Background: an optimization exercise with open tools, aiming at small area, a short achievable clock period and few clock cycles. Do not read the settings as production practice. In this exercise RTL edits were held to simulation tests only and were not proved equivalent to the original. With no activity given, the tool overestimates toggling in this design, so its power and IR-drop figures are unreliable.

==> inputs of raven <==
// milestone1
module milestone1 (
	input  logic        CLOCK_50_I,
	input  logic        resetn,
	input  logic        M1_en,
	output logic        M1_end,
	output logic [17:0] SRAM_address,
	input  logic [15:0] SRAM_read_data,
	output logic [15:0] SRAM_write_data,
	output logic        SRAM_we_n
);
localparam logic [17:0] UBASE = 18'd38400;
localparam logic [17:0] VOFS  = 18'd19200;
localparam logic [17:0] RGBBASE = 18'd146944;
logic [4:0]  ph;
logic        run, first, rs;
logic        isel_v, selR, selB;
logic [6:0]  gcnt;      
logic [15:0] ya;        
logic [17:0] ca;        
logic [17:0] ra;        
logic [7:0] UW [0:5];
logic [7:0] VW [0:5];
logic [7:0] SU, SV;
logic [7:0] YH, YL;         
logic [22:0] T;             
logic [7:0] PX;             
logic [7:0] PGU, PGV;       
logic [7:0] EB;             
wire [7:0] rh = SRAM_read_data[15:8];
wire [7:0] rl = SRAM_read_data[7:0];
wire clamp  = (gcnt >= 7'd78);
wire last_g = (gcnt == 7'd79);
wire [7:0] t0 = isel_v ? VW[0] : UW[0];
wire [7:0] t1 = isel_v ? VW[1] : UW[1];
wire [7:0] t2 = isel_v ? VW[2] : UW[2];
wire [7:0] t3 = isel_v ? VW[3] : UW[3];
wire [7:0] t4 = isel_v ? VW[4] : UW[4];
wire [7:0] t5 = isel_v ? VW[5] : UW[5];
logic [8:0] S1, S2, S3;
always_ff @(posedge CLOCK_50_I) begin
	S1 <= t0 + t5;
	S2 <= t1 + t4;
	S3 <= t2 + t3;
end
wire q_1 = S1[7] ^ S1[5];
wire q_2 = S1[7] & S1[5];
wire q_3 = S1[8] ^ S1[6];
wire q_4 = S1[8] & S1[6];
wire q_5 = S1[5] ^ S1[3];
wire q_6 = S1[5] & S1[3];
wire q_7 = S1[6] ^ S1[4] ^ S1[2];
wire q_8 = (S1[6] & S1[4]) | (S1[6] & S1[2]) | (S1[4] & S1[2]);
wire q_9 = S2[2] ^ S3[1] ^ ~S2[4];
wire q_10 = (S2[2] & S3[1]) | (S2[2] & ~S2[4]) | (S3[1] & ~S2[4]);
wire q_11 = q_1 ^ S1[3] ^ S2[3];
wire q_12 = (q_1 & S1[3]) | (q_1 & S2[3]) | (S1[3] & S2[3]);
wire q_13 = S3[2] ^ S3[0] ^ ~S2[5];
wire q_14 = (S3[2] & S3[0]) | (S3[2] & ~S2[5]) | (S3[0] & ~S2[5]);
wire q_15 = S2[1] ^ S3[7];
wire q_16 = ~(S2[1] | S3[7]);
wire q_17 = q_3 ^ S1[4] ^ S2[4];
wire q_18 = (q_3 & S1[4]) | (q_3 & S2[4]) | (S1[4] & S2[4]);
wire q_19 = S3[3] ^ S3[1] ^ q_2;
wire q_20 = (S3[3] & S3[1]) | (S3[3] & q_2) | (S3[1] & q_2);
wire q_21 = S2[6] ^ S2[2] ^ S3[8];
wire q_22 = (S2[6] & S2[2]) | (S2[6] & S3[8]) | (S2[2] & S3[8]);
  ...
==> flow/config.mk <==
export PLATFORM = sky130hd
export DESIGN_NAME = milestone1
export DESIGN_NICKNAME = milestone1
export VERILOG_FILES = /design/flow/design.v
export SDC_FILE = /design/flow/constraint.sdc
export NUM_CORES = 4
export LEC_CHECK = 0
export CAP_MARGIN = 20
export CORE_MARGIN = 2
export CORE_UTILIZATION = 40
export SLEW_MARGIN = 20
==> flow/constraint.sdc <==
create_clock -name core_clock -period 13.0 [get_ports {CLOCK_50_I}]
set_input_delay 2.6000 -clock core_clock [delete_from_list [all_inputs] [get_ports {CLOCK_50_I}]]
set_output_delay 2.6000 -clock core_clock [all_outputs]
set_load 0.01 [all_outputs]
run.sh (not shown) runs the stock make flow with config.mk's settings and CLKGATE_MAP_FILE= SYNTH_SCRIPT=/design/flow/synth_recipe.tcl, a recipe that flattens the netlist after the stock synthesis.
==> cedar (differences from raven) <==
--- a/flow/design.v
+++ b/flow/design.v
@@ -8,44 +8,42 @@
 	output logic [15:0] SRAM_write_data,
 	output logic        SRAM_we_n
 );
 localparam logic [17:0] UBASE = 18'd38400;
 localparam logic [17:0] VOFS  = 18'd19200;
 localparam logic [17:0] RGBBASE = 18'd146944;
 logic [4:0]  ph;
-logic        run, first, rs;
-logic        isel_v, selR, selB;
+logic        run, first, fs, nob;
+logic        isel_v, selR, selB, tyh;
 logic [6:0]  gcnt;      
 logic [15:0] ya;        
 logic [17:0] ca;        
 logic [17:0] ra;        
 logic [7:0] UW [0:5];
 logic [7:0] VW [0:5];
-logic [7:0] SU, SV;
+logic [7:0] SU, SV, NV;
 logic [7:0] YH, YL;         
 logic [22:0] T;             
 logic [7:0] PX;             
 logic [7:0] PGU, PGV;       
+logic [10:0] PRB, PG;       
+logic [7:0] IP;             
 logic [7:0] EB;             
 wire [7:0] rh = SRAM_read_data[15:8];
 wire [7:0] rl = SRAM_read_data[7:0];
 wire clamp  = (gcnt >= 7'd78);
 wire last_g = (gcnt == 7'd79);
+wire rowend9;    
 wire [7:0] t0 = isel_v ? VW[0] : UW[0];
 wire [7:0] t1 = isel_v ? VW[1] : UW[1];
 wire [7:0] t2 = isel_v ? VW[2] : UW[2];
 wire [7:0] t3 = isel_v ? VW[3] : UW[3];
 wire [7:0] t4 = isel_v ? VW[4] : UW[4];
 wire [7:0] t5 = isel_v ? VW[5] : UW[5];
 logic [8:0] S1, S2, S3;
-always_ff @(posedge CLOCK_50_I) begin
-	S1 <= t0 + t5;
-	S2 <= t1 + t4;
-	S3 <= t2 + t3;
-end
 wire q_1 = S1[7] ^ S1[5];
 wire q_2 = S1[7] & S1[5];
 wire q_3 = S1[8] ^ S1[6];
 wire q_4 = S1[8] & S1[6];
 wire q_5 = S1[5] ^ S1[3];
 wire q_6 = S1[5] & S1[3];
 wire q_7 = S1[6] ^ S1[4] ^ S1[2];
@@ -183,16 +181,21 @@
 wire q_139 = q_109 ^ q_108 ^ 1'b1;
 wire q_140 = (q_109 & q_108) | (q_109 & 1'b1) | (q_108 & 1'b1);
 wire q_141 = S3[8] ^ q_84 ^ q_110;
 wire q_142 = (S3[8] & q_84) | (S3[8] & q_110) | (q_84 & q_110);
 wire [15:0] q_a = {q_141, q_139, q_137, q_135, q_133, q_131, q_129, q_127, q_125, q_123, q_121, q_119, q_117, q_115, q_113, q_111};
 wire [15:0] q_b = {q_140, q_138, q_136, q_134, q_132, q_130, q_128, q_126, q_124, q_122, q_120, q_118, q_116, q_114, q_112, 1'b1};
 wire [15:0] isum = q_a + q_b;
-wire [7:0] ip = isum[15:8];
-wire [7:0] TY = (ph == 5'd9 || ph == 5'd3) ? YH : YL;
+always_ff @(posedge CLOCK_50_I) begin
+	S1 <= t0 + t5;
+	S2 <= t1 + t4;
+	S3 <= t2 + t3;
+	IP <= isum[15:8];
+end
+wire [7:0] TY = tyh ? YH : YL;
 wire ty_1 = TY[7] ^ TY[5];
 wire ty_2 = TY[7] & TY[5];
 wire ty_3 = TY[6] ^ TY[4];
 wire ty_4 = TY[6] & TY[4];
 wire ty_5 = TY[7] ^ TY[5];
 wire ty_6 = TY[7] & TY[5];
 wire ty_7 = TY[4] ^ TY[2];
@@ -550,119 +553,127 @@
 wire g_145 = g_103 ^ g_102 ^ 1'b1;
 wire g_146 = (g_103 & g_102) | (g_103 & 1'b1) | (g_102 & 1'b1);
 wire g_147 = T[22] ^ g_104;
 wire g_148 = T[22] & g_104;
 wire [26:0] g_a = {1'b1, 1'b1, g_147, g_145, g_143, g_141, g_139, g_137, g_135, g_133, g_131, g_129, g_127, g_125, g_123, g_121, g_119, g_117, g_115, g_113, g_111, g_109, g_107, g_105, T[0], ~PGV[1], ~PGV[0]};
 wire [26:0] g_b = {1'b0, g_148, g_146, g_144, g_142, g_140, g_138, g_136, g_134, g_132, g_130, g_128, g_126, g_124, g_122, g_120, g_118, g_116, g_114, g_112, g_110, g_108, g_106, ~PGV[3], ~PGV[2], 1'b0, 1'b1};
 wire [26:0] Gs = g_a + g_b;
-function automatic [7:0] clip(input logic [26:0] x);
-	clip = x[26] ? 8'd0 : (|x[25:24]) ? 8'd255 : x[23:16];
+always_ff @(posedge CLOCK_50_I) begin
+	PRB <= RBs[26:16];
+	PG  <= Gs[26:16];
+end
+function automatic [7:0] clip(input logic [10:0] x);
+	clip = x[10] ? 8'd0 : (|x[9:8]) ? 8'd255 : x[7:0];
 endfunction
-wire [7:0] cRB = clip(RBs);
-wire [7:0] cG  = clip(Gs);
+wire [7:0] cRB = clip(PRB);
+wire [7:0] cG  = clip(PG);
 logic [4:0] nph;
 always_comb begin
 	case (ph)
-		5'd8:  nph = last_g ? 5'd10 : 5'd9;
-		5'd9:  nph = 5'd0;
-		5'd16: nph = 5'd9;
+		5'd9:  nph = ((last_g && !nob) || fs) ? 5'd10 : 5'd0;
+		5'd15: nph = 5'd7;
 		default: nph = ph + 5'd1;
 	endcase
 end
-wire frame_done = (ph == 5'd8) && last_g && (&SRAM_address);
+assign rowend9 = (ph == 5'd9) && (nph == 5'd10);
+wire wr_ph = (nph == 5'd3) || (nph == 5'd4) || (nph == 5'd5) ||
+             (!nob && ((nph == 5'd9) || (nph == 5'd0) || (nph == 5'd1) || (nph == 5'd10) || (nph == 5'd11)));
+wire frame_done = (ph == 5'd11) && !nob && (&SRAM_address);
 always_ff @(posedge CLOCK_50_I or negedge resetn) begin
 	if (!resetn) begin
-		ph <= 5'd10;
+		ph <= 5'd7;
 		run <= 1'b0;
 		first <= 1'b1;
-		rs <= 1'b0;
+		fs <= 1'b1;
+		nob <= 1'b1;
 		isel_v <= 1'b0;
 		selR <= 1'b0;
 		selB <= 1'b0;
+		tyh <= 1'b0;
 		M1_end <= 1'b0;
 		gcnt <= 7'd0;
 		ya <= 16'd0;
 		ca <= UBASE;
 		ra <= RGBBASE;
 		SRAM_address <= UBASE + VOFS;
 		SRAM_we_n <= 1'b1;
 	end else begin
 		if (M1_en) run <= 1'b1;
 		if (run && !M1_end) begin
-		isel_v <= (nph == 5'd0) || (nph == 5'd4);
-		selR <= (nph == 5'd1) || (nph == 5'd2) || (nph == 5'd5) || (nph == 5'd6);
-		selB <= !((nph == 5'd1) || (nph == 5'd2) || (nph == 5'd5) || (nph == 5'd6));
-		if (ph == 5'd14) first <= 1'b0;
-		if (ph == 5'd16) rs <= 1'b1;
-		else if (ph == 5'd0) rs <= 1'b0;
+		isel_v <= (nph == 5'd9) || (nph == 5'd5);
+		tyh <= (nph == 5'd9) || (nph == 5'd5);
+		selR <= (nph == 5'd1) || (nph == 5'd2) || (nph == 5'd7) || (nph == 5'd8);
+		selB <= !((nph == 5'd1) || (nph == 5'd2) || (nph == 5'd7) || (nph == 5'd8));
+		if (ph == 5'd9) fs <= 1'b0;
+		if (ph == 5'd7 && !fs) first <= 1'b0;
+		if (ph == 5'd12) nob <= 1'b1;
+		else if (ph == 5'd1) nob <= 1'b0;
 		if (frame_done) begin
 			M1_end <= 1'b1;
 			SRAM_we_n <= 1'b1;
 		end else begin
 			ph <= nph;
-			if (ph == 5'd8) gcnt <= last_g ? 7'd0 : gcnt + 7'd1;
-			SRAM_we_n <= 1'b1;
-			case (nph)
-				5'd5, 5'd9, 5'd12: begin
-					SRAM_address <= {2'b0, ya};
-					if (nph != 5'd12 || first) ya <= ya + 16'd1;
-				end
-				5'd2, 5'd3, 5'd4, 5'd6, 5'd7, 5'd8: begin
-					SRAM_address <= ra;
-					ra <= ra + 18'd1;
-					SRAM_we_n <= 1'b0;
-				end
-				5'd0: begin
-					SRAM_address <= ca;
-				end
-				5'd11, 5'd15: begin
-					SRAM_address <= ca;
-					ca <= ca + 18'd1;
-				end
-				default: begin  
-					SRAM_address <= ca + VOFS;
-					if (nph == 5'd1 && !clamp) ca <= ca + 18'd1;
-				end
-			endcase
+			if (ph == 5'd9 && !nob) gcnt <= last_g ? 7'd0 : gcnt + 7'd1;
+			SRAM_we_n <= !wr_ph;
+			if (wr_ph) begin
+				SRAM_address <= ra;
+				ra <= ra + 18'd1;
+			end else begin
+				case (nph)
+					5'd2, 5'd6, 5'd14: begin
+						SRAM_address <= {2'b0, ya};
+						if (nph != 5'd14 || first) ya <= ya + 16'd1;
+					end
+					5'd7, 5'd12: SRAM_address <= ca + VOFS;
+					5'd8, 5'd13: begin
+						SRAM_address <= ca;
+						if (nph == 5'd13 || gcnt < 7'd77 || last_g) ca <= ca + 18'd1;
+					end
+					default: ;
+				endcase
+			end
 		end
 		end
 	end
 end
-wire u_sh = (ph == 5'd2) || (ph == 5'd6) || (ph == 5'd13) || (ph == 5'd14) || (ph == 5'd15) || (ph == 5'd16) ||
-            ((ph == 5'd9 || ph == 5'd0) && rs);
-wire u_rh = ((ph == 5'd2) && !clamp) || (ph == 5'd13) || (ph == 5'd9);
-wire u_su = ((ph == 5'd6) && !clamp) || (ph == 5'd16) || (ph == 5'd0);
-wire v_sh = (ph == 5'd3) || (ph == 5'd7) || (ph == 5'd12) || (ph == 5'd13) || (ph == 5'd14) || (ph == 5'd15) ||
-            (ph == 5'd16) || ((ph == 5'd9) && rs);
-wire v_rh = ((ph == 5'd3) && !clamp) || (ph == 5'd12) || (ph == 5'd16);
-wire v_sv = ((ph == 5'd7) && !clamp) || (ph == 5'd15) || (ph == 5'd9);
+wire u_sh  = (ph == 5'd0) || (ph == 5'd7) || (ph == 5'd10) || (ph == 5'd11) || (ph == 5'd12) ||
+             (ph == 5'd13) || (ph == 5'd15);
+wire u_rh  = ((ph == 5'd0) && !clamp) || (ph == 5'd10) || (ph == 5'd15);
+wire u_su  = ((ph == 5'd7) && !clamp) || (ph == 5'd13);
+wire v_sh  = (ph == 5'd1) || ((ph == 5'd7) && !nob) || rowend9 || (ph == 5'd10) ||
+             (ph == 5'd11) || (ph == 5'd12) || (ph == 5'd14) || (ph == 5'd15);
+wire v_rh  = rowend9 || (ph == 5'd14);
+wire v_nv  = (ph == 5'd1) && !clamp;
+wire v_sv  = ((ph == 5'd7) && !clamp) || (ph == 5'd12) || (ph == 5'd15);
 always_ff @(posedge CLOCK_50_I) begin
-	if (ph == 5'd1 || ph == 5'd7 || (ph == 5'd14 && first)) begin
+	if (((ph == 5'd4 || ph == 5'd8) && !nob) || (ph == 5'd7 && first)) begin
 		YH <= rh; YL <= rl;
 	end
 	case (ph)
-		5'd1, 5'd5: SRAM_write_data <= {cRB, cG};
-		5'd2, 5'd6: SRAM_write_data <= {EB, cRB};
+		5'd2, 5'd8: SRAM_write_data <= {cRB, cG};
+		5'd3, 5'd9: SRAM_write_data <= {EB, cRB};
 		default:    SRAM_write_data <= {cG, cRB};
 	endcase
-	if (ph == 5'd0 || ph == 5'd4) EB <= cRB;
+	if (ph == 5'd1 || ph == 5'd7) EB <= cRB;
 	case (ph)
-		5'd9, 5'd3: begin T <= Tn; PX <= UW[2]; end
-		5'd0, 5'd4: begin PX <= VW[2]; PGU <= UW[2]; PGV <= VW[2]; end
-		5'd1, 5'd5: begin T <= Tn; PX <= ip; PGV <= ip; end
-		5'd2, 5'd6: begin PX <= ip; PGU <= ip; end
+		5'd9, 5'd5: begin T <= Tn; PX <= UW[2]; end
+		5'd0, 5'd6: begin PX <= VW[2]; PGU <= UW[2]; PGV <= VW[2]; end
+		5'd1, 5'd7: begin T <= Tn; PX <= IP; PGV <= IP; end
+		5'd2, 5'd8: begin PX <= IP; PGU <= IP; end
 		default: ;
 	endcase
 	if (u_sh) begin
 		UW[0] <= UW[1]; UW[1] <= UW[2]; UW[2] <= UW[3]; UW[3] <= UW[4]; UW[4] <= UW[5];
 		if (u_rh) UW[5] <= rh;
 		else if (u_su) UW[5] <= SU;
 	end
 	if (u_rh) SU <= rl;
 	if (v_sh) begin
 		VW[0] <= VW[1]; VW[1] <= VW[2]; VW[2] <= VW[3]; VW[3] <= VW[4]; VW[4] <= VW[5];
 		if (v_rh) VW[5] <= rh;
+		else if (v_nv) VW[5] <= NV;
 		else if (v_sv) VW[5] <= SV;
 	end
-	if (v_rh) SV <= rl;
+	if (ph == 5'd9 || ph == 5'd14) SV <= rl;
+	if (ph == 5'd9) NV <= rh;
 end
 endmodule
==> flow/flow/run.sh (new file) <==
#!/bin/bash
# The standard layout (standard.sh, unchanged synthesis and steps), with the
# timing repair after CTS and global routing asked to reach 9 ns of setup slack
# at the design's clock period, using only gate sizing, pin swaps and buffering
# (no gate cloning, no buffer removal). The full make output, which holds every
# tool's output, goes to layout.log here; ORFS keeps each step's log under orfs/logs.
set -euo pipefail
bash standard.sh SETUP_SLACK_MARGIN=9 SKIP_GATE_CLONING=1 SETUP_MOVE_SEQUENCE=sizeup,swap,buffer finish > layout.log 2>&1
==> flow/standard.sh (new file) <==
#!/bin/bash
# synth_recipe.tcl (not shown) runs the flow's synth.tcl, then flattens the netlist and writes it again
# the make line also repeats each setting of config.mk as NAME=value (left out here)
make -C /OpenROAD-flow-scripts/flow DESIGN_CONFIG=/design/flow/config.mk WORK_HOME=/design/flow/orfs CLKGATE_MAP_FILE= SYNTH_SCRIPT=/design/flow/synth_recipe.tcl "${@:-finish}"
removed: flow/run.sh
==> notes.md <==
Run status
The flow ran to the end and the layout has no timing, DRC or antenna violations.

Clock network
In this run, post-CTS repair resized a total of 114 instances. The number of buffers created by CTS is 40.

Cells and area
The number of fillers in the final layout is 5133. The multi-input gate share of the layout cell area is 47.1%.
The numbers above come from cedar.

==> notes.md <==
Run status
The flow ran to the end and the layout has no timing, DRC or antenna violations.

Cells and area
The multi-input gate share of the layout cell area is 48.3%. The number of fillers in the final layout is 4941.

Power
The numbers above come from raven.

Testbench counts of raven, summed over its fixed seeds: cycles 1,162,086.
Testbench counts of cedar, summed over its fixed seeds: cycles 1,164,996.

## what the ideal ports hide
How much do the figures lean on ideal ports? The routed layouts below were timed once more, with nothing changed but the port constraints. Step 1 assumes that a clkbuf_16 drives the clock port and a buf_2 every other input. Step 2 also shifts input and output timing later by t, the mid clock arrival at the registers, as if the neighbouring blocks saw the same clock. a / b / c = no drivers / after step 1 / after step 2; a / b = the first two.
run | t, ns | setup WS [ns] | hold WS [ns] | worst setup path after step 2 | cell pins on the clock port's net
raven | 0.585 | 7.328 / 7.328 / 7.328 | 0.442 / 0.442 / 0.442 | register to register | 1
cedar | 0.617 | 8.744 / 8.744 / 8.744 | 0.442 / 0.442 / 0.442 | register to register | 1
After both steps setup and hold are still met in every run listed.
